This design comes from an exercise in tuning for small area on the open sky130 flow, not from production work.
For this run, only the layout was checked, not whether the RTL still works.
Power and IR drop assume default switching activity.

==> design.v <==
module shiftReg # ( 
  parameter DATA_WIDTH = 16,
  parameter MAX_FANOUT = 256
) (
  clk,
  rst,
  ena,
  in_data,
  out_data
);
  input   wire                       clk;
  input   wire                       rst;
  input   wire                       ena;
  input   wire   [DATA_WIDTH-1:0]    in_data;
  output         [DATA_WIDTH-1:0]    out_data;
  reg [DATA_WIDTH-1:0] out_data;
  always @(posedge clk) begin
    if(rst) begin
      out_data <= 0;
    end else if(ena) begin
      out_data <= in_data;
    end 
  end
endmodule
module nBit_mLength_shiftRegister #(
  parameter DATA_WIDTH = 16,
  parameter DELAY_LENGTH = 1,
  parameter MAX_FANOUT = 256
) (
  clk,
  rst,
  ena,
  data_in,
  data_out
);
  input   wire                        clk;
  input   wire                        rst;
  input   wire                        ena;
  input   wire    [DATA_WIDTH-1:0]    data_in;
  output  wire    [DATA_WIDTH-1:0]    data_out;
  wire [DATA_WIDTH-1:0] shift_mem [0:DELAY_LENGTH+1];
  generate
    if(DELAY_LENGTH <= 0) begin
      assign data_out = data_in;
    end else begin
      assign data_out     = shift_mem[DELAY_LENGTH];
      assign shift_mem[0] = data_in;
    end
  endgenerate
  genvar i;
  generate
    for (i=0; i<DELAY_LENGTH; i=i+1) begin
      shiftReg # ( DATA_WIDTH, MAX_FANOUT ) PIPELINE_REG (
        .clk        (clk),
        .rst        (rst),
        .ena        (ena),
        .in_data    (shift_mem[i]),
        .out_data   (shift_mem[i+1])
      );
    end
  endgenerate
endmodule	
module bdot256 #(
  parameter DATA_WIDTH = 1,
  parameter ACCU_WIDTH = 32,
  parameter VECTOR_LENGTH = 256,
  parameter MULT_LATENCY = 3,
  parameter INPUT_DELAY = 1,
  parameter TREE_DELAY = 1,
  parameter OUT_DELAY = 1,
  parameter ROW_NUM = 1
) (
  input  wire         clk,
  input  wire         rst,
  input  wire         ena,
  input  wire [31:0]  acc_reg,
  input  wire [255:0] a_in,
  input  wire [255:0] b_in,
  output wire [31:0]  result
);
  wire en = ena & ~rst;
  wire [255:0] x = a_in ~^ b_in;
  wire fc237, fc241, fc242, fc247, fs237, fs241, fs242, fs247, fc238, fc239, fc240, fc246;
  wire fs240, fs246, fs238, fs239, fc245, fc243, fs243, fc244, fs245, fc248, fs244, fs248;
  wire fc249, fs249, fc253, fs253, fc250, fs250, fc252, fc251, fs251, fs252, fc0, fc1;
  wire fc2, fc3, fc4, fc5, fc6, fc7, fc8, fc9, fc10, fc11, fc12, fc13;
  wire fc14, fc15, fc16, fc17, fc18, fc19, fc20, fc21, fc22, fc23, fc24, fc25;
  wire fc26, fc27, fc28, fc29, fc30, fc31, fc32, fc33, fc34, fc35, fc36, fc37;
  wire fc38, fc39, fc40, fc41, fc42, fc43, fc44, fc45, fc46, fc47, fc48, fc49;
  wire fc50, fc51, fc52, fc53, fc54, fc55, fc56, fc57, fc58, fc59, fc60, fc61;
  wire fc62, fc63, fc64, fc65, fc66, fc67, fc68, fc69, fc70, fc71, fc72, fc73;
  wire fc74, fc75, fc76, fc77, fc78, fc79, fc80, fc81, fc82, fc83, fc84, fs0;
  wire fs1, fs2, fs3, fs4, fs5, fs6, fs7, fs8, fs9, fs10, fs11, fs12;
  wire fs13, fs14, fs15, fs16, fs17, fs18, fs19, fs20, fs21, fs22, fs23, fs24;
  wire fs25, fs26, fs27, fs28, fs29, fs30, fs31, fs32, fs33, fs34, fs35, fs36;
  wire fs37, fs38, fs39, fs40, fs41, fs42, fs43, fs44, fs45, fs46, fs47, fs48;
  wire fs49, fs50, fs51, fs52, fs53, fs54, fs55, fs56, fs57, fs58, fs59, fs60;
  wire fs61, fs62, fs63, fs64, fs65, fs66, fs67, fs68, fs69, fs70, fs71, fs72;
  wire fs73, fs74, fs75, fs76, fs77, fs78, fs79, fs80, fs81, fs82, fs83, fs84;
  wire fc127, fc128, fc129, fc130, fc131, fc132, fc133, fc134, fc135, fc136, fc137, fc138;
  wire fc139, fc140, fc141, fc142, fc143, fc144, fc145, fc146, fc147, fc148, fc149, fc150;
  wire fc151, fc152, fc153, fc154, fc85, fc86, fc87, fc88, fc89, fc90, fc91, fc92;
  wire fc93, fc94, fc95, fc96, fc97, fc98, fc99, fc100, fc101, fc102, fc103, fc104;
  wire fc105, fc106, fc107, fc108, fc109, fc110, fc111, fc112, fs127, fs128, fs129, fs130;
  wire fs131, fs132, fs133, fs134, fs135, fs136, fs137, fs138, fs139, fs140, fs141, fs142;
  wire fs143, fs144, fs145, fs146, fs147, fs148, fs149, fs150, fs151, fs152, fs153, fs154;
  wire fs85, fs86, fs87, fs88, fs89, fs90, fs91, fs92, fs93, fs94, fs95, fs96;
  wire fs97, fs98, fs99, fs100, fs101, fs102, fs103, fs104, fs105, fs106, fs107, fs108;
  wire fs109, fs110, fs111, fs112, fc190, fc191, fc192, fc193, fc194, fc195, fc196, fc197;
  wire fc198, fc155, fc156, fc157, fc158, fc159, fc160, fc161, fc162, fc163, fc164, fc165;
  wire fc166, fc167, fc168, fc169, fc170, fc171, fc172, fc173, fs190, fs191, fs192, fs193;
  wire fs194, fs195, fs196, fs197, fs198, fc113, fs113, fc114, fc115, fc116, fc117, fc118;
  wire fc119, fc120, fc121, fc122, fs155, fs156, fs157, fs158, fs159, fs160, fs161, fs162;
  wire fs163, fs164, fs165, fs166, fs167, fs168, fs169, fs170, fs171, fs172, fs173, fs114;
  wire fs115, fs116, fs117, fs118, fs119, fs120, fs121, fs122, fc220, fc221, fc222, fc199;
  wire fc200, fc201, fc202, fc203, fc204, fc205, fc206, fc207, fs220, fs221, fs222, fc174;
  wire fc175, fc176, fc177, fc178, fc179, fc180, fc181, fc182, fs199, fs200, fs201, fs202;
  wire fs203, fs204, fs205, fs206, fs207, fc123, fc124, fc125, fs174, fs175, fs176, fs177;
  wire fs178, fs179, fs180, fs181, fs182, fs123, fs124, fs125, fc232, fc223, fc224, fc225;
  wire fc226, fs232, fc208, fs208, fc209, fc210, fc211, fc212, fc213, fs223, fs224, fs225;
  wire fs226, fc183, fs183, fc184, fc185, fc186, fs209, fs210, fs211, fs212, fs213, fc126;
  wire fs184, fs185, fs186, fs126, fc214, fc233, fs214, fc187, fc227, fc228, fc229, fs233;
  wire fs187, fc215, fc216, fc217, fs227, fs228, fs229, fc188, fs215, fs216, fs217, fs188;
  wire fc234, fs234, fc235, fc230, fs230, fc231, fs235, fc218, fs218, fc219, fs231, fc189;
  wire fs189, fs219, fc236, fs236, fc255, fc256, fs255, fs256, fc254, fs254;
  assign fs0 = x[0] ^ x[100] ^ x[101];
  assign fc0 = (x[0] & x[100]) | (x[0] & x[101]) | (x[100] & x[101]);
  assign fs1 = x[102] ^ x[103] ^ x[104];
  assign fc1 = (x[102] & x[103]) | (x[102] & x[104]) | (x[103] & x[104]);
  assign fs2 = x[105] ^ x[106] ^ x[107];
  assign fc2 = (x[105] & x[106]) | (x[105] & x[107]) | (x[106] & x[107]);
  assign fs3 = x[108] ^ x[109] ^ x[10];
  assign fc3 = (x[108] & x[109]) | (x[108] & x[10]) | (x[109] & x[10]);
  assign fs4 = x[110] ^ x[111] ^ x[112];
  assign fc4 = (x[110] & x[111]) | (x[110] & x[112]) | (x[111] & x[112]);
  assign fs5 = x[113] ^ x[114] ^ x[115];
  assign fc5 = (x[113] & x[114]) | (x[113] & x[115]) | (x[114] & x[115]);
  assign fs6 = x[116] ^ x[117] ^ x[118];
  assign fc6 = (x[116] & x[117]) | (x[116] & x[118]) | (x[117] & x[118]);
  assign fs7 = x[119] ^ x[11] ^ x[120];
  assign fc7 = (x[119] & x[11]) | (x[119] & x[120]) | (x[11] & x[120]);
  assign fs8 = x[121] ^ x[122] ^ x[123];
  assign fc8 = (x[121] & x[122]) | (x[121] & x[123]) | (x[122] & x[123]);
  assign fs9 = x[124] ^ x[125] ^ x[126];
  assign fc9 = (x[124] & x[125]) | (x[124] & x[126]) | (x[125] & x[126]);
  assign fs10 = x[127] ^ x[128] ^ x[129];
  assign fc10 = (x[127] & x[128]) | (x[127] & x[129]) | (x[128] & x[129]);
  assign fs11 = x[12] ^ x[130] ^ x[131];
  assign fc11 = (x[12] & x[130]) | (x[12] & x[131]) | (x[130] & x[131]);
  assign fs12 = x[132] ^ x[133] ^ x[134];
  assign fc12 = (x[132] & x[133]) | (x[132] & x[134]) | (x[133] & x[134]);
  assign fs13 = x[135] ^ x[136] ^ x[137];
  assign fc13 = (x[135] & x[136]) | (x[135] & x[137]) | (x[136] & x[137]);
  assign fs14 = x[138] ^ x[139] ^ x[13];
  assign fc14 = (x[138] & x[139]) | (x[138] & x[13]) | (x[139] & x[13]);
  assign fs15 = x[140] ^ x[141] ^ x[142];
  assign fc15 = (x[140] & x[141]) | (x[140] & x[142]) | (x[141] & x[142]);
  assign fs16 = x[143] ^ x[144] ^ x[145];
  assign fc16 = (x[143] & x[144]) | (x[143] & x[145]) | (x[144] & x[145]);
  assign fs17 = x[146] ^ x[147] ^ x[148];
  assign fc17 = (x[146] & x[147]) | (x[146] & x[148]) | (x[147] & x[148]);
  assign fs18 = x[149] ^ x[14] ^ x[150];
  assign fc18 = (x[149] & x[14]) | (x[149] & x[150]) | (x[14] & x[150]);
  assign fs19 = x[151] ^ x[152] ^ x[153];
  assign fc19 = (x[151] & x[152]) | (x[151] & x[153]) | (x[152] & x[153]);
  assign fs20 = x[154] ^ x[155] ^ x[156];
  assign fc20 = (x[154] & x[155]) | (x[154] & x[156]) | (x[155] & x[156]);
  assign fs21 = x[157] ^ x[158] ^ x[159];
  assign fc21 = (x[157] & x[158]) | (x[157] & x[159]) | (x[158] & x[159]);
  assign fs22 = x[15] ^ x[160] ^ x[161];
  assign fc22 = (x[15] & x[160]) | (x[15] & x[161]) | (x[160] & x[161]);
  assign fs23 = x[162] ^ x[163] ^ x[164];
  assign fc23 = (x[162] & x[163]) | (x[162] & x[164]) | (x[163] & x[164]);
  assign fs24 = x[165] ^ x[166] ^ x[167];
  assign fc24 = (x[165] & x[166]) | (x[165] & x[167]) | (x[166] & x[167]);
  assign fs25 = x[168] ^ x[169] ^ x[16];
  assign fc25 = (x[168] & x[169]) | (x[168] & x[16]) | (x[169] & x[16]);
  assign fs26 = x[170] ^ x[171] ^ x[172];
  assign fc26 = (x[170] & x[171]) | (x[170] & x[172]) | (x[171] & x[172]);
  assign fs27 = x[173] ^ x[174] ^ x[175];
  assign fc27 = (x[173] & x[174]) | (x[173] & x[175]) | (x[174] & x[175]);
  assign fs28 = x[176] ^ x[177] ^ x[178];
  assign fc28 = (x[176] & x[177]) | (x[176] & x[178]) | (x[177] & x[178]);
  assign fs29 = x[179] ^ x[17] ^ x[180];
  assign fc29 = (x[179] & x[17]) | (x[179] & x[180]) | (x[17] & x[180]);
  assign fs30 = x[181] ^ x[182] ^ x[183];
  assign fc30 = (x[181] & x[182]) | (x[181] & x[183]) | (x[182] & x[183]);
  assign fs31 = x[184] ^ x[185] ^ x[186];
  assign fc31 = (x[184] & x[185]) | (x[184] & x[186]) | (x[185] & x[186]);
  assign fs32 = x[187] ^ x[188] ^ x[189];
  assign fc32 = (x[187] & x[188]) | (x[187] & x[189]) | (x[188] & x[189]);
  assign fs33 = x[18] ^ x[190] ^ x[191];
  assign fc33 = (x[18] & x[190]) | (x[18] & x[191]) | (x[190] & x[191]);
  assign fs34 = x[192] ^ x[193] ^ x[194];
  assign fc34 = (x[192] & x[193]) | (x[192] & x[194]) | (x[193] & x[194]);
  assign fs35 = x[195] ^ x[196] ^ x[197];
  assign fc35 = (x[195] & x[196]) | (x[195] & x[197]) | (x[196] & x[197]);
  assign fs36 = x[198] ^ x[199] ^ x[19];
  assign fc36 = (x[198] & x[199]) | (x[198] & x[19]) | (x[199] & x[19]);
  assign fs37 = x[1] ^ x[200] ^ x[201];
  assign fc37 = (x[1] & x[200]) | (x[1] & x[201]) | (x[200] & x[201]);
  assign fs38 = x[202] ^ x[203] ^ x[204];
  assign fc38 = (x[202] & x[203]) | (x[202] & x[204]) | (x[203] & x[204]);
  assign fs39 = x[205] ^ x[206] ^ x[207];
  assign fc39 = (x[205] & x[206]) | (x[205] & x[207]) | (x[206] & x[207]);
  assign fs40 = x[208] ^ x[209] ^ x[20];
  assign fc40 = (x[208] & x[209]) | (x[208] & x[20]) | (x[209] & x[20]);
  assign fs41 = x[210] ^ x[211] ^ x[212];
  assign fc41 = (x[210] & x[211]) | (x[210] & x[212]) | (x[211] & x[212]);
  assign fs42 = x[213] ^ x[214] ^ x[215];
  assign fc42 = (x[213] & x[214]) | (x[213] & x[215]) | (x[214] & x[215]);
  assign fs43 = x[216] ^ x[217] ^ x[218];
  assign fc43 = (x[216] & x[217]) | (x[216] & x[218]) | (x[217] & x[218]);
  assign fs44 = x[219] ^ x[21] ^ x[220];
  assign fc44 = (x[219] & x[21]) | (x[219] & x[220]) | (x[21] & x[220]);
  assign fs45 = x[221] ^ x[222] ^ x[223];
  assign fc45 = (x[221] & x[222]) | (x[221] & x[223]) | (x[222] & x[223]);
  assign fs46 = x[224] ^ x[225] ^ x[226];
  assign fc46 = (x[224] & x[225]) | (x[224] & x[226]) | (x[225] & x[226]);
  assign fs47 = x[227] ^ x[228] ^ x[229];
  assign fc47 = (x[227] & x[228]) | (x[227] & x[229]) | (x[228] & x[229]);
  assign fs48 = x[22] ^ x[230] ^ x[231];
  assign fc48 = (x[22] & x[230]) | (x[22] & x[231]) | (x[230] & x[231]);
  assign fs49 = x[232] ^ x[233] ^ x[234];
  assign fc49 = (x[232] & x[233]) | (x[232] & x[234]) | (x[233] & x[234]);
  assign fs50 = x[235] ^ x[236] ^ x[237];
  assign fc50 = (x[235] & x[236]) | (x[235] & x[237]) | (x[236] & x[237]);
  assign fs51 = x[238] ^ x[239] ^ x[23];
  assign fc51 = (x[238] & x[239]) | (x[238] & x[23]) | (x[239] & x[23]);
  assign fs52 = x[240] ^ x[241] ^ x[242];
  assign fc52 = (x[240] & x[241]) | (x[240] & x[242]) | (x[241] & x[242]);
  assign fs53 = x[243] ^ x[244] ^ x[245];
  assign fc53 = (x[243] & x[244]) | (x[243] & x[245]) | (x[244] & x[245]);
  assign fs54 = x[246] ^ x[247] ^ x[248];
  assign fc54 = (x[246] & x[247]) | (x[246] & x[248]) | (x[247] & x[248]);
  assign fs55 = x[249] ^ x[24] ^ x[250];
  assign fc55 = (x[249] & x[24]) | (x[249] & x[250]) | (x[24] & x[250]);
  assign fs56 = x[251] ^ x[252] ^ x[253];
  assign fc56 = (x[251] & x[252]) | (x[251] & x[253]) | (x[252] & x[253]);
  assign fs57 = x[254] ^ x[255] ^ x[25];
  assign fc57 = (x[254] & x[255]) | (x[254] & x[25]) | (x[255] & x[25]);
  assign fs58 = x[26] ^ x[27] ^ x[28];
  assign fc58 = (x[26] & x[27]) | (x[26] & x[28]) | (x[27] & x[28]);
  assign fs59 = x[29] ^ x[2] ^ x[30];
  assign fc59 = (x[29] & x[2]) | (x[29] & x[30]) | (x[2] & x[30]);
  assign fs60 = x[31] ^ x[32] ^ x[33];
  assign fc60 = (x[31] & x[32]) | (x[31] & x[33]) | (x[32] & x[33]);
  assign fs61 = x[34] ^ x[35] ^ x[36];
  assign fc61 = (x[34] & x[35]) | (x[34] & x[36]) | (x[35] & x[36]);
  assign fs62 = x[37] ^ x[38] ^ x[39];
  assign fc62 = (x[37] & x[38]) | (x[37] & x[39]) | (x[38] & x[39]);
  assign fs63 = x[3] ^ x[40] ^ x[41];
  assign fc63 = (x[3] & x[40]) | (x[3] & x[41]) | (x[40] & x[41]);
  assign fs64 = x[42] ^ x[43] ^ x[44];
  assign fc64 = (x[42] & x[43]) | (x[42] & x[44]) | (x[43] & x[44]);
  assign fs65 = x[45] ^ x[46] ^ x[47];
  assign fc65 = (x[45] & x[46]) | (x[45] & x[47]) | (x[46] & x[47]);
  assign fs66 = x[48] ^ x[49] ^ x[4];
  assign fc66 = (x[48] & x[49]) | (x[48] & x[4]) | (x[49] & x[4]);
  assign fs67 = x[50] ^ x[51] ^ x[52];
  assign fc67 = (x[50] & x[51]) | (x[50] & x[52]) | (x[51] & x[52]);
  assign fs68 = x[53] ^ x[54] ^ x[55];
  assign fc68 = (x[53] & x[54]) | (x[53] & x[55]) | (x[54] & x[55]);
  assign fs69 = x[56] ^ x[57] ^ x[58];
  assign fc69 = (x[56] & x[57]) | (x[56] & x[58]) | (x[57] & x[58]);
  assign fs70 = x[59] ^ x[5] ^ x[60];
  assign fc70 = (x[59] & x[5]) | (x[59] & x[60]) | (x[5] & x[60]);
  assign fs71 = x[61] ^ x[62] ^ x[63];
  assign fc71 = (x[61] & x[62]) | (x[61] & x[63]) | (x[62] & x[63]);
  assign fs72 = x[64] ^ x[65] ^ x[66];
  assign fc72 = (x[64] & x[65]) | (x[64] & x[66]) | (x[65] & x[66]);
  assign fs73 = x[67] ^ x[68] ^ x[69];
  assign fc73 = (x[67] & x[68]) | (x[67] & x[69]) | (x[68] & x[69]);
  assign fs74 = x[6] ^ x[70] ^ x[71];
  assign fc74 = (x[6] & x[70]) | (x[6] & x[71]) | (x[70] & x[71]);
  assign fs75 = x[72] ^ x[73] ^ x[74];
  assign fc75 = (x[72] & x[73]) | (x[72] & x[74]) | (x[73] & x[74]);
  assign fs76 = x[75] ^ x[76] ^ x[77];
  assign fc76 = (x[75] & x[76]) | (x[75] & x[77]) | (x[76] & x[77]);
  assign fs77 = x[78] ^ x[79] ^ x[7];
  assign fc77 = (x[78] & x[79]) | (x[78] & x[7]) | (x[79] & x[7]);
  assign fs78 = x[80] ^ x[81] ^ x[82];
  assign fc78 = (x[80] & x[81]) | (x[80] & x[82]) | (x[81] & x[82]);
  assign fs79 = x[83] ^ x[84] ^ x[85];
  assign fc79 = (x[83] & x[84]) | (x[83] & x[85]) | (x[84] & x[85]);
  assign fs80 = x[86] ^ x[87] ^ x[88];
  assign fc80 = (x[86] & x[87]) | (x[86] & x[88]) | (x[87] & x[88]);
  assign fs81 = x[89] ^ x[8] ^ x[90];
  assign fc81 = (x[89] & x[8]) | (x[89] & x[90]) | (x[8] & x[90]);
  assign fs82 = x[91] ^ x[92] ^ x[93];
  assign fc82 = (x[91] & x[92]) | (x[91] & x[93]) | (x[92] & x[93]);
  assign fs83 = x[94] ^ x[95] ^ x[96];
  assign fc83 = (x[94] & x[95]) | (x[94] & x[96]) | (x[95] & x[96]);
  assign fs84 = x[97] ^ x[98] ^ x[99];
  assign fc84 = (x[97] & x[98]) | (x[97] & x[99]) | (x[98] & x[99]);
  assign fs85 = x[9] ^ fs0 ^ fs1;
  assign fc85 = (x[9] & fs0) | (x[9] & fs1) | (fs0 & fs1);
  assign fs86 = fs10 ^ fs11 ^ fs12;
  assign fc86 = (fs10 & fs11) | (fs10 & fs12) | (fs11 & fs12);
  assign fs87 = fs13 ^ fs14 ^ fs15;
  assign fc87 = (fs13 & fs14) | (fs13 & fs15) | (fs14 & fs15);
  assign fs88 = fs16 ^ fs17 ^ fs18;
  assign fc88 = (fs16 & fs17) | (fs16 & fs18) | (fs17 & fs18);
  assign fs89 = fs19 ^ fs2 ^ fs20;
  assign fc89 = (fs19 & fs2) | (fs19 & fs20) | (fs2 & fs20);
  assign fs90 = fs21 ^ fs22 ^ fs23;
  assign fc90 = (fs21 & fs22) | (fs21 & fs23) | (fs22 & fs23);
  assign fs91 = fs24 ^ fs25 ^ fs26;
  assign fc91 = (fs24 & fs25) | (fs24 & fs26) | (fs25 & fs26);
  assign fs92 = fs27 ^ fs28 ^ fs29;
  assign fc92 = (fs27 & fs28) | (fs27 & fs29) | (fs28 & fs29);
  assign fs93 = fs3 ^ fs30 ^ fs31;
  assign fc93 = (fs3 & fs30) | (fs3 & fs31) | (fs30 & fs31);
  assign fs94 = fs32 ^ fs33 ^ fs34;
  assign fc94 = (fs32 & fs33) | (fs32 & fs34) | (fs33 & fs34);
  assign fs95 = fs35 ^ fs36 ^ fs37;
  assign fc95 = (fs35 & fs36) | (fs35 & fs37) | (fs36 & fs37);
  assign fs96 = fs38 ^ fs39 ^ fs4;
  assign fc96 = (fs38 & fs39) | (fs38 & fs4) | (fs39 & fs4);
  assign fs97 = fs40 ^ fs41 ^ fs42;
  assign fc97 = (fs40 & fs41) | (fs40 & fs42) | (fs41 & fs42);
  assign fs98 = fs43 ^ fs44 ^ fs45;
  assign fc98 = (fs43 & fs44) | (fs43 & fs45) | (fs44 & fs45);
  assign fs99 = fs46 ^ fs47 ^ fs48;
  assign fc99 = (fs46 & fs47) | (fs46 & fs48) | (fs47 & fs48);
  assign fs100 = fs49 ^ fs5 ^ fs50;
  assign fc100 = (fs49 & fs5) | (fs49 & fs50) | (fs5 & fs50);
  assign fs101 = fs51 ^ fs52 ^ fs53;
  assign fc101 = (fs51 & fs52) | (fs51 & fs53) | (fs52 & fs53);
  assign fs102 = fs54 ^ fs55 ^ fs56;
  assign fc102 = (fs54 & fs55) | (fs54 & fs56) | (fs55 & fs56);
  assign fs103 = fs57 ^ fs58 ^ fs59;
  assign fc103 = (fs57 & fs58) | (fs57 & fs59) | (fs58 & fs59);
  assign fs104 = fs6 ^ fs60 ^ fs61;
  assign fc104 = (fs6 & fs60) | (fs6 & fs61) | (fs60 & fs61);
  assign fs105 = fs62 ^ fs63 ^ fs64;
  assign fc105 = (fs62 & fs63) | (fs62 & fs64) | (fs63 & fs64);
  assign fs106 = fs65 ^ fs66 ^ fs67;
  assign fc106 = (fs65 & fs66) | (fs65 & fs67) | (fs66 & fs67);
  assign fs107 = fs68 ^ fs69 ^ fs7;
  assign fc107 = (fs68 & fs69) | (fs68 & fs7) | (fs69 & fs7);
  assign fs108 = fs70 ^ fs71 ^ fs72;
  assign fc108 = (fs70 & fs71) | (fs70 & fs72) | (fs71 & fs72);
  assign fs109 = fs73 ^ fs74 ^ fs75;
  assign fc109 = (fs73 & fs74) | (fs73 & fs75) | (fs74 & fs75);
  assign fs110 = fs76 ^ fs77 ^ fs78;
  assign fc110 = (fs76 & fs77) | (fs76 & fs78) | (fs77 & fs78);
  assign fs111 = fs79 ^ fs8 ^ fs80;
  assign fc111 = (fs79 & fs8) | (fs79 & fs80) | (fs8 & fs80);
  assign fs112 = fs81 ^ fs82 ^ fs83;
  assign fc112 = (fs81 & fs82) | (fs81 & fs83) | (fs82 & fs83);
  assign fs113 = fs84 ^ fs9 ^ fs100;
  assign fc113 = (fs84 & fs9) | (fs84 & fs100) | (fs9 & fs100);
  assign fs114 = fs101 ^ fs102 ^ fs103;
  assign fc114 = (fs101 & fs102) | (fs101 & fs103) | (fs102 & fs103);
  assign fs115 = fs104 ^ fs105 ^ fs106;
  assign fc115 = (fs104 & fs105) | (fs104 & fs106) | (fs105 & fs106);
  assign fs116 = fs107 ^ fs108 ^ fs109;
  assign fc116 = (fs107 & fs108) | (fs107 & fs109) | (fs108 & fs109);
  assign fs117 = fs110 ^ fs111 ^ fs112;
  assign fc117 = (fs110 & fs111) | (fs110 & fs112) | (fs111 & fs112);
  assign fs118 = fs85 ^ fs86 ^ fs87;
  assign fc118 = (fs85 & fs86) | (fs85 & fs87) | (fs86 & fs87);
  assign fs119 = fs88 ^ fs89 ^ fs90;
  assign fc119 = (fs88 & fs89) | (fs88 & fs90) | (fs89 & fs90);
  assign fs120 = fs91 ^ fs92 ^ fs93;
  assign fc120 = (fs91 & fs92) | (fs91 & fs93) | (fs92 & fs93);
  assign fs121 = fs94 ^ fs95 ^ fs96;
  assign fc121 = (fs94 & fs95) | (fs94 & fs96) | (fs95 & fs96);
  assign fs122 = fs97 ^ fs98 ^ fs99;
  assign fc122 = (fs97 & fs98) | (fs97 & fs99) | (fs98 & fs99);
  assign fs123 = fs113 ^ fs114 ^ fs115;
  assign fc123 = (fs113 & fs114) | (fs113 & fs115) | (fs114 & fs115);
  assign fs124 = fs116 ^ fs117 ^ fs118;
  assign fc124 = (fs116 & fs117) | (fs116 & fs118) | (fs117 & fs118);
  assign fs125 = fs119 ^ fs120 ^ fs121;
  assign fc125 = (fs119 & fs120) | (fs119 & fs121) | (fs120 & fs121);
  assign fs126 = fs122 ^ fs123 ^ fs124;
  assign fc126 = (fs122 & fs123) | (fs122 & fs124) | (fs123 & fs124);
  assign fs127 = fc0 ^ fc1 ^ fc10;
  assign fc127 = (fc0 & fc1) | (fc0 & fc10) | (fc1 & fc10);
  assign fs128 = fc11 ^ fc12 ^ fc13;
  assign fc128 = (fc11 & fc12) | (fc11 & fc13) | (fc12 & fc13);
  assign fs129 = fc14 ^ fc15 ^ fc16;
  assign fc129 = (fc14 & fc15) | (fc14 & fc16) | (fc15 & fc16);
  assign fs130 = fc17 ^ fc18 ^ fc19;
  assign fc130 = (fc17 & fc18) | (fc17 & fc19) | (fc18 & fc19);
  assign fs131 = fc2 ^ fc20 ^ fc21;
  assign fc131 = (fc2 & fc20) | (fc2 & fc21) | (fc20 & fc21);
  assign fs132 = fc22 ^ fc23 ^ fc24;
  assign fc132 = (fc22 & fc23) | (fc22 & fc24) | (fc23 & fc24);
  assign fs133 = fc25 ^ fc26 ^ fc27;
  assign fc133 = (fc25 & fc26) | (fc25 & fc27) | (fc26 & fc27);
  assign fs134 = fc28 ^ fc29 ^ fc3;
  assign fc134 = (fc28 & fc29) | (fc28 & fc3) | (fc29 & fc3);
  assign fs135 = fc30 ^ fc31 ^ fc32;
  assign fc135 = (fc30 & fc31) | (fc30 & fc32) | (fc31 & fc32);
  assign fs136 = fc33 ^ fc34 ^ fc35;
  assign fc136 = (fc33 & fc34) | (fc33 & fc35) | (fc34 & fc35);
  assign fs137 = fc36 ^ fc37 ^ fc38;
  assign fc137 = (fc36 & fc37) | (fc36 & fc38) | (fc37 & fc38);
  assign fs138 = fc39 ^ fc4 ^ fc40;
  assign fc138 = (fc39 & fc4) | (fc39 & fc40) | (fc4 & fc40);
  assign fs139 = fc41 ^ fc42 ^ fc43;
  assign fc139 = (fc41 & fc42) | (fc41 & fc43) | (fc42 & fc43);
  assign fs140 = fc44 ^ fc45 ^ fc46;
  assign fc140 = (fc44 & fc45) | (fc44 & fc46) | (fc45 & fc46);
  assign fs141 = fc47 ^ fc48 ^ fc49;
  assign fc141 = (fc47 & fc48) | (fc47 & fc49) | (fc48 & fc49);
  assign fs142 = fc5 ^ fc50 ^ fc51;
  assign fc142 = (fc5 & fc50) | (fc5 & fc51) | (fc50 & fc51);
  assign fs143 = fc52 ^ fc53 ^ fc54;
  assign fc143 = (fc52 & fc53) | (fc52 & fc54) | (fc53 & fc54);
  assign fs144 = fc55 ^ fc56 ^ fc57;
  assign fc144 = (fc55 & fc56) | (fc55 & fc57) | (fc56 & fc57);
  assign fs145 = fc58 ^ fc59 ^ fc6;
  assign fc145 = (fc58 & fc59) | (fc58 & fc6) | (fc59 & fc6);
  assign fs146 = fc60 ^ fc61 ^ fc62;
  assign fc146 = (fc60 & fc61) | (fc60 & fc62) | (fc61 & fc62);
  assign fs147 = fc63 ^ fc64 ^ fc65;
  assign fc147 = (fc63 & fc64) | (fc63 & fc65) | (fc64 & fc65);
  assign fs148 = fc66 ^ fc67 ^ fc68;
  assign fc148 = (fc66 & fc67) | (fc66 & fc68) | (fc67 & fc68);
  assign fs149 = fc69 ^ fc7 ^ fc70;
  assign fc149 = (fc69 & fc7) | (fc69 & fc70) | (fc7 & fc70);
  assign fs150 = fc71 ^ fc72 ^ fc73;
  assign fc150 = (fc71 & fc72) | (fc71 & fc73) | (fc72 & fc73);
  assign fs151 = fc74 ^ fc75 ^ fc76;
  assign fc151 = (fc74 & fc75) | (fc74 & fc76) | (fc75 & fc76);
  assign fs152 = fc77 ^ fc78 ^ fc79;
  assign fc152 = (fc77 & fc78) | (fc77 & fc79) | (fc78 & fc79);
  assign fs153 = fc8 ^ fc80 ^ fc81;
  assign fc153 = (fc8 & fc80) | (fc8 & fc81) | (fc80 & fc81);
  assign fs154 = fc82 ^ fc83 ^ fc84;
  assign fc154 = (fc82 & fc83) | (fc82 & fc84) | (fc83 & fc84);
  assign fs155 = fc9 ^ fc100 ^ fc101;
  assign fc155 = (fc9 & fc100) | (fc9 & fc101) | (fc100 & fc101);
  assign fs156 = fc102 ^ fc103 ^ fc104;
  assign fc156 = (fc102 & fc103) | (fc102 & fc104) | (fc103 & fc104);
  assign fs157 = fc105 ^ fc106 ^ fc107;
  assign fc157 = (fc105 & fc106) | (fc105 & fc107) | (fc106 & fc107);
  assign fs158 = fc108 ^ fc109 ^ fc110;
  assign fc158 = (fc108 & fc109) | (fc108 & fc110) | (fc109 & fc110);
  assign fs159 = fc111 ^ fc112 ^ fc85;
  assign fc159 = (fc111 & fc112) | (fc111 & fc85) | (fc112 & fc85);
  assign fs160 = fc86 ^ fc87 ^ fc88;
  assign fc160 = (fc86 & fc87) | (fc86 & fc88) | (fc87 & fc88);
  assign fs161 = fc89 ^ fc90 ^ fc91;
  assign fc161 = (fc89 & fc90) | (fc89 & fc91) | (fc90 & fc91);
  assign fs162 = fc92 ^ fc93 ^ fc94;
  assign fc162 = (fc92 & fc93) | (fc92 & fc94) | (fc93 & fc94);
  assign fs163 = fc95 ^ fc96 ^ fc97;
  assign fc163 = (fc95 & fc96) | (fc95 & fc97) | (fc96 & fc97);
  assign fs164 = fc98 ^ fc99 ^ fs127;
  assign fc164 = (fc98 & fc99) | (fc98 & fs127) | (fc99 & fs127);
  assign fs165 = fs128 ^ fs129 ^ fs130;
  assign fc165 = (fs128 & fs129) | (fs128 & fs130) | (fs129 & fs130);
  assign fs166 = fs131 ^ fs132 ^ fs133;
  assign fc166 = (fs131 & fs132) | (fs131 & fs133) | (fs132 & fs133);
  assign fs167 = fs134 ^ fs135 ^ fs136;
  assign fc167 = (fs134 & fs135) | (fs134 & fs136) | (fs135 & fs136);
  assign fs168 = fs137 ^ fs138 ^ fs139;
  assign fc168 = (fs137 & fs138) | (fs137 & fs139) | (fs138 & fs139);
  assign fs169 = fs140 ^ fs141 ^ fs142;
  assign fc169 = (fs140 & fs141) | (fs140 & fs142) | (fs141 & fs142);
  assign fs170 = fs143 ^ fs144 ^ fs145;
  assign fc170 = (fs143 & fs144) | (fs143 & fs145) | (fs144 & fs145);
  assign fs171 = fs146 ^ fs147 ^ fs148;
  assign fc171 = (fs146 & fs147) | (fs146 & fs148) | (fs147 & fs148);
  assign fs172 = fs149 ^ fs150 ^ fs151;
  assign fc172 = (fs149 & fs150) | (fs149 & fs151) | (fs150 & fs151);
  assign fs173 = fs152 ^ fs153 ^ fs154;
  assign fc173 = (fs152 & fs153) | (fs152 & fs154) | (fs153 & fs154);
  assign fs174 = fc113 ^ fc114 ^ fc115;
  assign fc174 = (fc113 & fc114) | (fc113 & fc115) | (fc114 & fc115);
  assign fs175 = fc116 ^ fc117 ^ fc118;
  assign fc175 = (fc116 & fc117) | (fc116 & fc118) | (fc117 & fc118);
  assign fs176 = fc119 ^ fc120 ^ fc121;
  assign fc176 = (fc119 & fc120) | (fc119 & fc121) | (fc120 & fc121);
  assign fs177 = fc122 ^ fs155 ^ fs156;
  assign fc177 = (fc122 & fs155) | (fc122 & fs156) | (fs155 & fs156);
  assign fs178 = fs157 ^ fs158 ^ fs159;
  assign fc178 = (fs157 & fs158) | (fs157 & fs159) | (fs158 & fs159);
  assign fs179 = fs160 ^ fs161 ^ fs162;
  assign fc179 = (fs160 & fs161) | (fs160 & fs162) | (fs161 & fs162);
  assign fs180 = fs163 ^ fs164 ^ fs165;
  assign fc180 = (fs163 & fs164) | (fs163 & fs165) | (fs164 & fs165);
  assign fs181 = fs166 ^ fs167 ^ fs168;
  assign fc181 = (fs166 & fs167) | (fs166 & fs168) | (fs167 & fs168);
  assign fs182 = fs169 ^ fs170 ^ fs171;
  assign fc182 = (fs169 & fs170) | (fs169 & fs171) | (fs170 & fs171);
  assign fs183 = fs172 ^ fs173 ^ fc123;
  assign fc183 = (fs172 & fs173) | (fs172 & fc123) | (fs173 & fc123);
  assign fs184 = fc124 ^ fc125 ^ fs174;
  assign fc184 = (fc124 & fc125) | (fc124 & fs174) | (fc125 & fs174);
  assign fs185 = fs175 ^ fs176 ^ fs177;
  assign fc185 = (fs175 & fs176) | (fs175 & fs177) | (fs176 & fs177);
  assign fs186 = fs178 ^ fs179 ^ fs180;
  assign fc186 = (fs178 & fs179) | (fs178 & fs180) | (fs179 & fs180);
  assign fs187 = fs181 ^ fs182 ^ fs183;
  assign fc187 = (fs181 & fs182) | (fs181 & fs183) | (fs182 & fs183);
  assign fs188 = fc126 ^ fs184 ^ fs185;
  assign fc188 = (fc126 & fs184) | (fc126 & fs185) | (fs184 & fs185);
  assign fs189 = fs186 ^ fs187 ^ fs188;
  assign fc189 = (fs186 & fs187) | (fs186 & fs188) | (fs187 & fs188);
  assign fs190 = fc127 ^ fc128 ^ fc129;
  assign fc190 = (fc127 & fc128) | (fc127 & fc129) | (fc128 & fc129);
  assign fs191 = fc130 ^ fc131 ^ fc132;
  assign fc191 = (fc130 & fc131) | (fc130 & fc132) | (fc131 & fc132);
  assign fs192 = fc133 ^ fc134 ^ fc135;
  assign fc192 = (fc133 & fc134) | (fc133 & fc135) | (fc134 & fc135);
  assign fs193 = fc136 ^ fc137 ^ fc138;
  assign fc193 = (fc136 & fc137) | (fc136 & fc138) | (fc137 & fc138);
  assign fs194 = fc139 ^ fc140 ^ fc141;
  assign fc194 = (fc139 & fc140) | (fc139 & fc141) | (fc140 & fc141);
  assign fs195 = fc142 ^ fc143 ^ fc144;
  assign fc195 = (fc142 & fc143) | (fc142 & fc144) | (fc143 & fc144);
  assign fs196 = fc145 ^ fc146 ^ fc147;
  assign fc196 = (fc145 & fc146) | (fc145 & fc147) | (fc146 & fc147);
  assign fs197 = fc148 ^ fc149 ^ fc150;
  assign fc197 = (fc148 & fc149) | (fc148 & fc150) | (fc149 & fc150);
  assign fs198 = fc151 ^ fc152 ^ fc153;
  assign fc198 = (fc151 & fc152) | (fc151 & fc153) | (fc152 & fc153);
  assign fs199 = fc154 ^ fc155 ^ fc156;
  assign fc199 = (fc154 & fc155) | (fc154 & fc156) | (fc155 & fc156);
  assign fs200 = fc157 ^ fc158 ^ fc159;
  assign fc200 = (fc157 & fc158) | (fc157 & fc159) | (fc158 & fc159);
  assign fs201 = fc160 ^ fc161 ^ fc162;
  assign fc201 = (fc160 & fc161) | (fc160 & fc162) | (fc161 & fc162);
  assign fs202 = fc163 ^ fc164 ^ fc165;
  assign fc202 = (fc163 & fc164) | (fc163 & fc165) | (fc164 & fc165);
  assign fs203 = fc166 ^ fc167 ^ fc168;
  assign fc203 = (fc166 & fc167) | (fc166 & fc168) | (fc167 & fc168);
  assign fs204 = fc169 ^ fc170 ^ fc171;
  assign fc204 = (fc169 & fc170) | (fc169 & fc171) | (fc170 & fc171);
  assign fs205 = fc172 ^ fc173 ^ fs190;
  assign fc205 = (fc172 & fc173) | (fc172 & fs190) | (fc173 & fs190);
  assign fs206 = fs191 ^ fs192 ^ fs193;
  assign fc206 = (fs191 & fs192) | (fs191 & fs193) | (fs192 & fs193);
  assign fs207 = fs194 ^ fs195 ^ fs196;
  assign fc207 = (fs194 & fs195) | (fs194 & fs196) | (fs195 & fs196);
  assign fs208 = fs197 ^ fs198 ^ fc174;
  assign fc208 = (fs197 & fs198) | (fs197 & fc174) | (fs198 & fc174);
  assign fs209 = fc175 ^ fc176 ^ fc177;
  assign fc209 = (fc175 & fc176) | (fc175 & fc177) | (fc176 & fc177);
  assign fs210 = fc178 ^ fc179 ^ fc180;
  assign fc210 = (fc178 & fc179) | (fc178 & fc180) | (fc179 & fc180);
  assign fs211 = fc181 ^ fc182 ^ fs199;
  assign fc211 = (fc181 & fc182) | (fc181 & fs199) | (fc182 & fs199);
  assign fs212 = fs200 ^ fs201 ^ fs202;
  assign fc212 = (fs200 & fs201) | (fs200 & fs202) | (fs201 & fs202);
  assign fs213 = fs203 ^ fs204 ^ fs205;
  assign fc213 = (fs203 & fs204) | (fs203 & fs205) | (fs204 & fs205);
  assign fs214 = fs206 ^ fs207 ^ fs208;
  assign fc214 = (fs206 & fs207) | (fs206 & fs208) | (fs207 & fs208);
  assign fs215 = fc183 ^ fc184 ^ fc185;
  assign fc215 = (fc183 & fc184) | (fc183 & fc185) | (fc184 & fc185);
  assign fs216 = fc186 ^ fs209 ^ fs210;
  assign fc216 = (fc186 & fs209) | (fc186 & fs210) | (fs209 & fs210);
  assign fs217 = fs211 ^ fs212 ^ fs213;
  assign fc217 = (fs211 & fs212) | (fs211 & fs213) | (fs212 & fs213);
  assign fs218 = fs214 ^ fc187 ^ fc188;
  assign fc218 = (fs214 & fc187) | (fs214 & fc188) | (fc187 & fc188);
  assign fs219 = fs215 ^ fs216 ^ fs217;
  assign fc219 = (fs215 & fs216) | (fs215 & fs217) | (fs216 & fs217);
  assign fs220 = fc190 ^ fc191 ^ fc192;
  assign fc220 = (fc190 & fc191) | (fc190 & fc192) | (fc191 & fc192);
  assign fs221 = fc193 ^ fc194 ^ fc195;
  assign fc221 = (fc193 & fc194) | (fc193 & fc195) | (fc194 & fc195);
  assign fs222 = fc196 ^ fc197 ^ fc198;
  assign fc222 = (fc196 & fc197) | (fc196 & fc198) | (fc197 & fc198);
  assign fs223 = fc199 ^ fc200 ^ fc201;
  assign fc223 = (fc199 & fc200) | (fc199 & fc201) | (fc200 & fc201);
  assign fs224 = fc202 ^ fc203 ^ fc204;
  assign fc224 = (fc202 & fc203) | (fc202 & fc204) | (fc203 & fc204);
  assign fs225 = fc205 ^ fc206 ^ fc207;
  assign fc225 = (fc205 & fc206) | (fc205 & fc207) | (fc206 & fc207);
  assign fs226 = fs220 ^ fs221 ^ fs222;
  assign fc226 = (fs220 & fs221) | (fs220 & fs222) | (fs221 & fs222);
  assign fs227 = fc208 ^ fc209 ^ fc210;
  assign fc227 = (fc208 & fc209) | (fc208 & fc210) | (fc209 & fc210);
  assign fs228 = fc211 ^ fc212 ^ fc213;
  assign fc228 = (fc211 & fc212) | (fc211 & fc213) | (fc212 & fc213);
  assign fs229 = fs223 ^ fs224 ^ fs225;
  assign fc229 = (fs223 & fs224) | (fs223 & fs225) | (fs224 & fs225);
  assign fs230 = fs226 ^ fc214 ^ fc215;
  assign fc230 = (fs226 & fc214) | (fs226 & fc215) | (fc214 & fc215);
  assign fs231 = fc216 ^ fc217 ^ fs227;
  assign fc231 = (fc216 & fc217) | (fc216 & fs227) | (fc217 & fs227);
  assign fs232 = fc220 ^ fc221 ^ fc222;
  assign fc232 = (fc220 & fc221) | (fc220 & fc222) | (fc221 & fc222);
  assign fs233 = fc223 ^ fc224 ^ fc225;
  assign fc233 = (fc223 & fc224) | (fc223 & fc225) | (fc224 & fc225);
  assign fs234 = fc226 ^ fs232 ^ fc227;
  assign fc234 = (fc226 & fs232) | (fc226 & fc227) | (fs232 & fc227);
  assign fs235 = fc228 ^ fc229 ^ fs233;
  assign fc235 = (fc228 & fc229) | (fc228 & fs233) | (fc229 & fs233);
  assign fs236 = fc232 ^ fc233 ^ fc234;
  assign fc236 = (fc232 & fc233) | (fc232 & fc234) | (fc233 & fc234);
  reg [18:0] pa;
  always @(posedge clk) if (en) pa <= {fc236, fs236, fc235, fs235, fc231, fc230, fs234, fs231, fc219, fc218, fs230, fs229, fs228, fs219, fc189, fs218, fs189, fs126, fs125};
  assign fs237 = pa[10] ^ pa[11];
  assign fc237 = pa[10] & pa[11];
  assign fs238 = pa[6] ^ pa[7] ^ pa[8];
  assign fc238 = (pa[6] & pa[7]) | (pa[6] & pa[8]) | (pa[7] & pa[8]);
  assign fs239 = pa[12] ^ pa[13] ^ pa[14];
  assign fc239 = (pa[12] & pa[13]) | (pa[12] & pa[14]) | (pa[13] & pa[14]);
  assign fs240 = pa[15] ^ fc237;
  assign fc240 = pa[15] & fc237;
  assign fs241 = pa[16] ^ pa[17];
  assign fc241 = pa[16] & pa[17];
  assign fs242 = pa[3] ^ pa[4];
  assign fc242 = pa[3] & pa[4];
  assign fs243 = pa[9] ^ fs237 ^ fs238;
  assign fc243 = (pa[9] & fs237) | (pa[9] & fs238) | (fs237 & fs238);
  assign fs244 = fc238 ^ fs240 ^ fs239;
  assign fc244 = (fc238 & fs240) | (fc238 & fs239) | (fs240 & fs239);
  assign fs245 = fs241 ^ fc239 ^ fc240;
  assign fc245 = (fs241 & fc239) | (fs241 & fc240) | (fc239 & fc240);
  assign fs246 = pa[18] ^ fc241;
  assign fc246 = pa[18] & fc241;
  assign fs247 = pa[0] ^ pa[1];
  assign fc247 = pa[0] & pa[1];
  assign fs248 = pa[2] ^ acc_reg[2];
  assign fc248 = pa[2] & acc_reg[2];
  assign fs249 = pa[5] ^ fs242 ^ acc_reg[3];
  assign fc249 = (pa[5] & fs242) | (pa[5] & acc_reg[3]) | (fs242 & acc_reg[3]);
  assign fs250 = fc242 ^ acc_reg[4] ^ fs243;
  assign fc250 = (fc242 & acc_reg[4]) | (fc242 & fs243) | (acc_reg[4] & fs243);
  assign fs251 = acc_reg[5] ^ fc243 ^ fs244;
  assign fc251 = (acc_reg[5] & fc243) | (acc_reg[5] & fs244) | (fc243 & fs244);
  assign fs252 = acc_reg[6] ^ fc244 ^ fs245;
  assign fc252 = (acc_reg[6] & fc244) | (acc_reg[6] & fs245) | (fc244 & fs245);
  assign fs253 = fs246 ^ acc_reg[7] ^ fc245;
  assign fc253 = (fs246 & acc_reg[7]) | (fs246 & fc245) | (acc_reg[7] & fc245);
  assign fs254 = ~(fc246 ^ acc_reg[8]);
  assign fc254 = fc246 | acc_reg[8];
  assign fs255 = acc_reg[9] ^ 1'b1;
  assign fc255 = acc_reg[9] & 1'b1;
  assign fs256 = acc_reg[10] ^ 1'b1;
  assign fc256 = acc_reg[10] & 1'b1;
  wire [11:0] sx = {1'b0, fc256, fc255, fs255, fc253, fs253, fc251, fc250, fc249, fc248, fc247, fs247};
  wire [11:0] sy = {1'b0, 1'b0, fs256, fc254, fs254, fc252, fs252, fs251, fs250, fs249, fs248, acc_reg[1]};
  wire [11:0] s = sx + sy;               
  wire [20:0] hi = acc_reg[31:11];
  wire inc = s[11];
  wire dec = ~s[11] & ~s[10];
  wire [20:0] hi_ones, hi_zeros;
  genvar j;
  generate for (j = 0; j <= 20; j = j + 1) begin : g_hi
    if (j == 0) begin : g0
      assign hi_ones[j] = 1'b1;
      assign hi_zeros[j] = 1'b1;
    end else begin : gj
      assign hi_ones[j] = &hi[j-1:0];
      assign hi_zeros[j] = ~|hi[j-1:0];
    end
  end endgenerate
  wire [20:0] hi_new = hi ^ (({21{inc}} & hi_ones) | ({21{dec}} & hi_zeros));
  wire [31:0] r1 = {hi_new, s[9:0], acc_reg[0]};
  reg [31:0] d1, d2, d3, d4, d5, d6, d7, d8;
  always @(posedge clk) if (en) begin
    d1 <= r1; d2 <= d1; d3 <= d2; d4 <= d3;
    d5 <= d4; d6 <= d5; d7 <= d6; d8 <= d7;
  end
  assign result = d8;
endmodule
==> flow/run.sh <==
#!/bin/bash
# Standard ORFS layout (the standard.sh) with these changes:
#  - Yosys's generic synth pass runs with -noabc, so its internal ABC pre-mapping does not
#    scramble the polarity of the full-adder logic before extract_fa (fewer inverters);
#  - the port buffers that buffer_ports inserts on every input and output are buf_1;
#  - clock tree: clkbuf_8 buffers, sink clusters of up to 18 flip-flops, no dummy loads;
#  - the largest buffers and inverters are added to the platform's don't-use list, so the
#    enable net's buffer tree is built from smaller buffers.
set -euo pipefail
DU="sky130_fd_sc_hd__probe_p_8 sky130_fd_sc_hd__probec_p_8 sky130_fd_sc_hd__lpflow_bleeder_1 sky130_fd_sc_hd__lpflow_clkbufkapwr_1 sky130_fd_sc_hd__lpflow_clkbufkapwr_16 sky130_fd_sc_hd__lpflow_clkbufkapwr_2 sky130_fd_sc_hd__lpflow_clkbufkapwr_4 sky130_fd_sc_hd__lpflow_clkbufkapwr_8 sky130_fd_sc_hd__lpflow_clkinvkapwr_1 sky130_fd_sc_hd__lpflow_clkinvkapwr_16 sky130_fd_sc_hd__lpflow_clkinvkapwr_2 sky130_fd_sc_hd__lpflow_clkinvkapwr_4 sky130_fd_sc_hd__lpflow_clkinvkapwr_8 sky130_fd_sc_hd__lpflow_decapkapwr_12 sky130_fd_sc_hd__lpflow_decapkapwr_3 sky130_fd_sc_hd__lpflow_decapkapwr_4 sky130_fd_sc_hd__lpflow_decapkapwr_6 sky130_fd_sc_hd__lpflow_decapkapwr_8 sky130_fd_sc_hd__lpflow_inputiso0n_1 sky130_fd_sc_hd__lpflow_inputiso0p_1 sky130_fd_sc_hd__lpflow_inputiso1n_1 sky130_fd_sc_hd__lpflow_inputiso1p_1 sky130_fd_sc_hd__lpflow_inputisolatch_1 sky130_fd_sc_hd__lpflow_isobufsrc_1 sky130_fd_sc_hd__lpflow_isobufsrc_16 sky130_fd_sc_hd__lpflow_isobufsrc_2 sky130_fd_sc_hd__lpflow_isobufsrc_4 sky130_fd_sc_hd__lpflow_isobufsrc_8 sky130_fd_sc_hd__lpflow_isobufsrckapwr_16 sky130_fd_sc_hd__lpflow_lsbuf_lh_hl_isowell_tap_1 sky130_fd_sc_hd__lpflow_lsbuf_lh_hl_isowell_tap_2 sky130_fd_sc_hd__lpflow_lsbuf_lh_hl_isowell_tap_4 sky130_fd_sc_hd__lpflow_lsbuf_lh_isowell_4 sky130_fd_sc_hd__lpflow_lsbuf_lh_isowell_tap_1 sky130_fd_sc_hd__lpflow_lsbuf_lh_isowell_tap_2 sky130_fd_sc_hd__lpflow_lsbuf_lh_isowell_tap_4"
DU="$DU sky130_fd_sc_hd__buf_6 sky130_fd_sc_hd__buf_8 sky130_fd_sc_hd__buf_12 sky130_fd_sc_hd__buf_16 sky130_fd_sc_hd__bufbuf_8 sky130_fd_sc_hd__bufbuf_16 sky130_fd_sc_hd__bufinv_8 sky130_fd_sc_hd__bufinv_16 sky130_fd_sc_hd__inv_12 sky130_fd_sc_hd__inv_16"
bash standard.sh "SYNTH_ARGS=-noabc" \
  "BUFFER_PORTS_ARGS=-buffer_cell sky130_fd_sc_hd__buf_1" \
  "CTS_ARGS=-sink_clustering_enable -repair_clock_nets -dont_use_dummy_load -buf_list sky130_fd_sc_hd__clkbuf_8 -sink_clustering_size 18 -sink_clustering_max_diameter 100" \
  "DONT_USE_CELLS=$DU" \
  finish > standard.log 2>&1
==> standard.sh <==
#!/bin/bash
# synth_recipe.tcl (not shown) runs the flow's synth.tcl, then flattens the netlist and writes it again
# the make line also repeats each setting of config.mk as NAME=value (left out here)
make -C /OpenROAD-flow-scripts/flow DESIGN_CONFIG=/design/flow/config.mk WORK_HOME=/design/flow/orfs CLKGATE_MAP_FILE= SYNTH_SCRIPT=/design/flow/synth_recipe.tcl "${@:-finish}"
==> config.mk <==
export PLATFORM = sky130hd
export DESIGN_NAME = bdot256
export DESIGN_NICKNAME = bdot256
export VERILOG_FILES = /design/flow/design.v
export SDC_FILE = /design/flow/constraint.sdc
export NUM_CORES = 4
export LEC_CHECK = 0
export CAP_MARGIN = 20
export CORE_MARGIN = 2
export CORE_UTILIZATION = 45
export GPL_TIMING_DRIVEN = 0
export PLACE_DENSITY = 0.6
export SLEW_MARGIN = 20
==> constraint.sdc <==
create_clock -name core_clock -period 5.0 [get_ports {clk}]
set_input_delay 1.0000 -clock core_clock [delete_from_list [all_inputs] [get_ports {clk}]]
set_output_delay 1.0000 -clock core_clock [all_outputs]
set_load 0.01 [all_outputs]
==> results.yml <==
final_layout:
  area_growth_pct: 19.08
  final_cell_mix: "574 x buf_1, 275 x edfxtp_1, 263 x xnor2_1"
  layout_commonest_cell: "buf_1"
  finalInstanceArea_mm2: 0.01985
  multi_input_area_mm2: 0.008397
  nNetsFinal: 2367
  drive_above_1_share_pct: 3.095
  regArea_mm2: 0.008258
  nFillCells: 3078
  final_cell_count_no_fill: 2037
floorplan:
  chipWidth_um: 196.5
  core_mm2: 0.03652
  initial_core_util_pct: 45.65
  dieHeight_um: 196.5
  rows: 70
  dieArea_mm2: 0.03860
  pin_count: 579
hold_path:
  whs_path_depth: 0
  hp-class: "reg -> reg"
critical_path:
  path_class: "in -> reg"
  crit_fanout: 1
  end_kind: "flop"
  startpoint_type: "input port"
  rrSetupSlack_ps: 680
  required_ps: 5250
  cp.arrival_ps: 5180
  r2r_cells: 13
clock_network:
  cts.sink_count: 275
  cts_root_buffer: "clkbuf_8"
  cts_tree: "yes"
  h-tree-depth: 1
  clk_latency_ps: 530
  cts_max_path_buffers: 3
  post_cts.repair.setup_buffers: 0
  cts_buffers: 19
  clkTransAtPathRegs_ps: 120
routing:
  drt_iter0_drc: 651
  vias: 9958
  wirelength_mm: 52.14
  drc: 0
  viasPerCell: 4.889
  ant_nets: 0
  wire_per_inst_um: 25.60
  drt-pass1-iter-count: 5
placement:
  portBuffers: 574
  gp_congestion: 0.9834
  dpl.cell_count: 2000
  place_area_mm2: 0.01949
  dp.final_hpwl_mm: 47.18
timing:
  fin_crit_sh_pct: 98.66
  relSlewSlack_pct: 46.43
  setup_violations: 0
  rsz0062_at_grt: "false"
  hold_viol_final: 0
  worstMarginPinSlew_ps: 801.9
  fin_crit_ps: 4933
  timing.hold.ws_ps: 350.6
  fin_skew_ps: 69.94
  fmax_mhz: 202.7
  drv_slew: 0
synthesis:
  yosys_warnings: 1
  ys_seq_area_share_pct: 49.53
  avgSynthCellArea_um2: 17.57
  synthFlopType: "edfxtp_1"
  synthDistinctLibCells: 41
  synth_fp_nets: 1763
  syn_area_mm2: 0.01667
  ys_ff_latch: 275
  async_flop_share_pct: 0
  synth_edf_count: 275
  syn_inst: 949
pwr:
  switchingPower_mw: 6.456
  p_int_mw: 9.161
  p_clk_share_pct: 6.1
  ir_drop_uv: 1361
  combPwrFrac_pct: 68.9
  switching_share_pct: 41.34
  power_leakage_nw: 6.344
  powerDensity_mw_per_mm2: 786.6
  sequentialPowerShare_pct: 25.0
global_routing:
  antenna_found_initial: 32
  grt_usage_pct: 27.24
  grt_start_max_net_pins: 32
  overflow: 0
  grt_pass1_wl_mm: 72.06
  grt_pass1_vias: 10650
flow_run:
  maxCapViolCount: 0
outcome:
  status: "no timing/DRC/antenna violations"
-- final cells by class --
cell class / instances / share of cell area [%]
antenna: 18 / 0.2269
buffer: 8 / 0.2017
clock buffer: 19 / 1.317
inverter: 12 / 0.2269
multi-input combinational: 654 / 42.29
sequential: 275 / 41.59
tap: 468 / 2.949
timing repair buffer: 583 / 11.19
-- registers in the layout (all words and copies together), names as in the netlist --
register and count:
d1 32, d2 32, d3 32, d4 32, d5 32, d6 32, d7 32, d8 32
pa 19
-- synthesized netlist by cell type, types with 2 or more instances --
master | instances | share of area (%)
edfxtp_1 | 275 | 50
xnor2_1 | 271 | 14
fa_1 | 248 | 30
ha_1 | 19 | 1.4
xor2_1 | 14 | 0.74
inv_1 | 12 | 0.27
a21oi_1 | 11 | 0.33
nand2_1 | 11 | 0.25
nand3_1 | 10 | 0.30
nor2_1 | 10 | 0.23
o21ai_0 | 9 | 0.27
nand4_1 | 6 | 0.23
buf_2 | 5 | 0.15
mux2i_1 | 4 | 0.24
nor3_1 | 4 | 0.12
a22oi_1 | 3 | 0.14
nor2b_1 | 3 | 0.11
nor4_1 | 3 | 0.11
o31ai_1 | 3 | 0.14
and4_1 | 2 | 0.11
clkbuf_1 | 2 | 0.045
nor4_4 | 2 | 0.26
o2111ai_1 | 2 | 0.11
o21a_1 | 2 | 0.090
or4_1 | 2 | 0.090
-- worst paths after layout --
| path | start | end |
|---|---|---|
| setup / recovery | a_in[147] | pa[17] |
| hold / removal | d1[13] | d2[13] |
| setup reg to reg | pa[6] | d1[16] |
| hold reg to reg | d1[13] | d2[13] |
-- metrics by stage --
step	TNS, ps	utilization, %	total power, mW	setup slack, ps
2_1_floorplan	-150190	-	11.42	-546.1
3_3_place_gp	-529660	53.17	14.59	-1930
3_5_place_dp	-5011	53.36	14.83	-627.3
4_1_cts	0	54.11	15.81	21.74
5_1_grt	0	54.32	17.04	2.739
6_report	0	54.36	15.62	67.15
-- power groups by stage --
stage | clock network [mW] | registers, mW | logic [mW]
after floorplan | 0 | 3.98 | 7.43
after global placement | 0 | 3.95 | 10.6
after detailed placement | 0 | 3.95 | 10.9
after CTS | 1.00 | 3.89 | 10.9
after global routing | 1.07 | 3.90 | 12.1
final | 0.956 | 3.90 | 10.8
-- logic make-up after synthesis --
logic type	share of synthesized area [%]
buffers and inverters	0.5103
muxes	0.2402
and+or+nand+nor	2.072
DFF	49.53
xor gates and xnor gates	14.97
adders and majority gates	31.20
AOI/OAI and AO/OA	1.471
-- routing by layer --
metal	share of wire (%)	vias up	track usage [%]
li1	-	4468	-
met4	2.1	4	7.323
met5	0.035	-	0
met3	5.4	49	2.806
met1	43	5082	39.73
met2	49	355	44.17
-- timing repair --
action / in CTS / in global routing
gates cloned: 0 / 0
setup endpoints to repair: 1 / 2
gates resized for setup: 2 / 6
hold buffers: 0 / 0
-- critical path, stage by stage --
cell and delay, ps:
buf_1 100, xnor2_2 330, fa_1 520, fa_1 510
fa_1 480, fa_1 510, fa_1 440, fa_1 420
fa_1 400, fa_1 470

==> re-timing with driven ports <==
The results above use ideal ports. As a check the final layout listed here was re-extracted and re-timed, cells and wires unchanged. Step 1 (the two cells are an assumption about what drives the block):
set clk [get_ports {clk}]
set_driving_cell -lib_cell sky130_fd_sc_hd__clkbuf_16 $clk
set_driving_cell -lib_cell sky130_fd_sc_hd__buf_2 [delete_from_list [all_inputs] $clk]
Step 2 moves the port delays by t, midway between the first and last clock arrival at a register: inputs arrive t later, outputs are due t later. That takes back most of the time a late clock gives input paths. Slacks: ideal / step 1 / step 2; pairs: ideal / step 1.
t, ns: 0.541
setup slack, ns: 0.067 / 0.095 / -0.446
worst hold slack (ns): 0.351 / 0.351 / 0.351
latest minus earliest clock arrival (ns): 0.070 / 0.070
pins driven straight from the clock port: 1
Met with ideal ports but missed after step 2: setup timing in this run. The setup slack of this run moves by +0.028 ns with the drivers and by -0.513 ns with both steps.
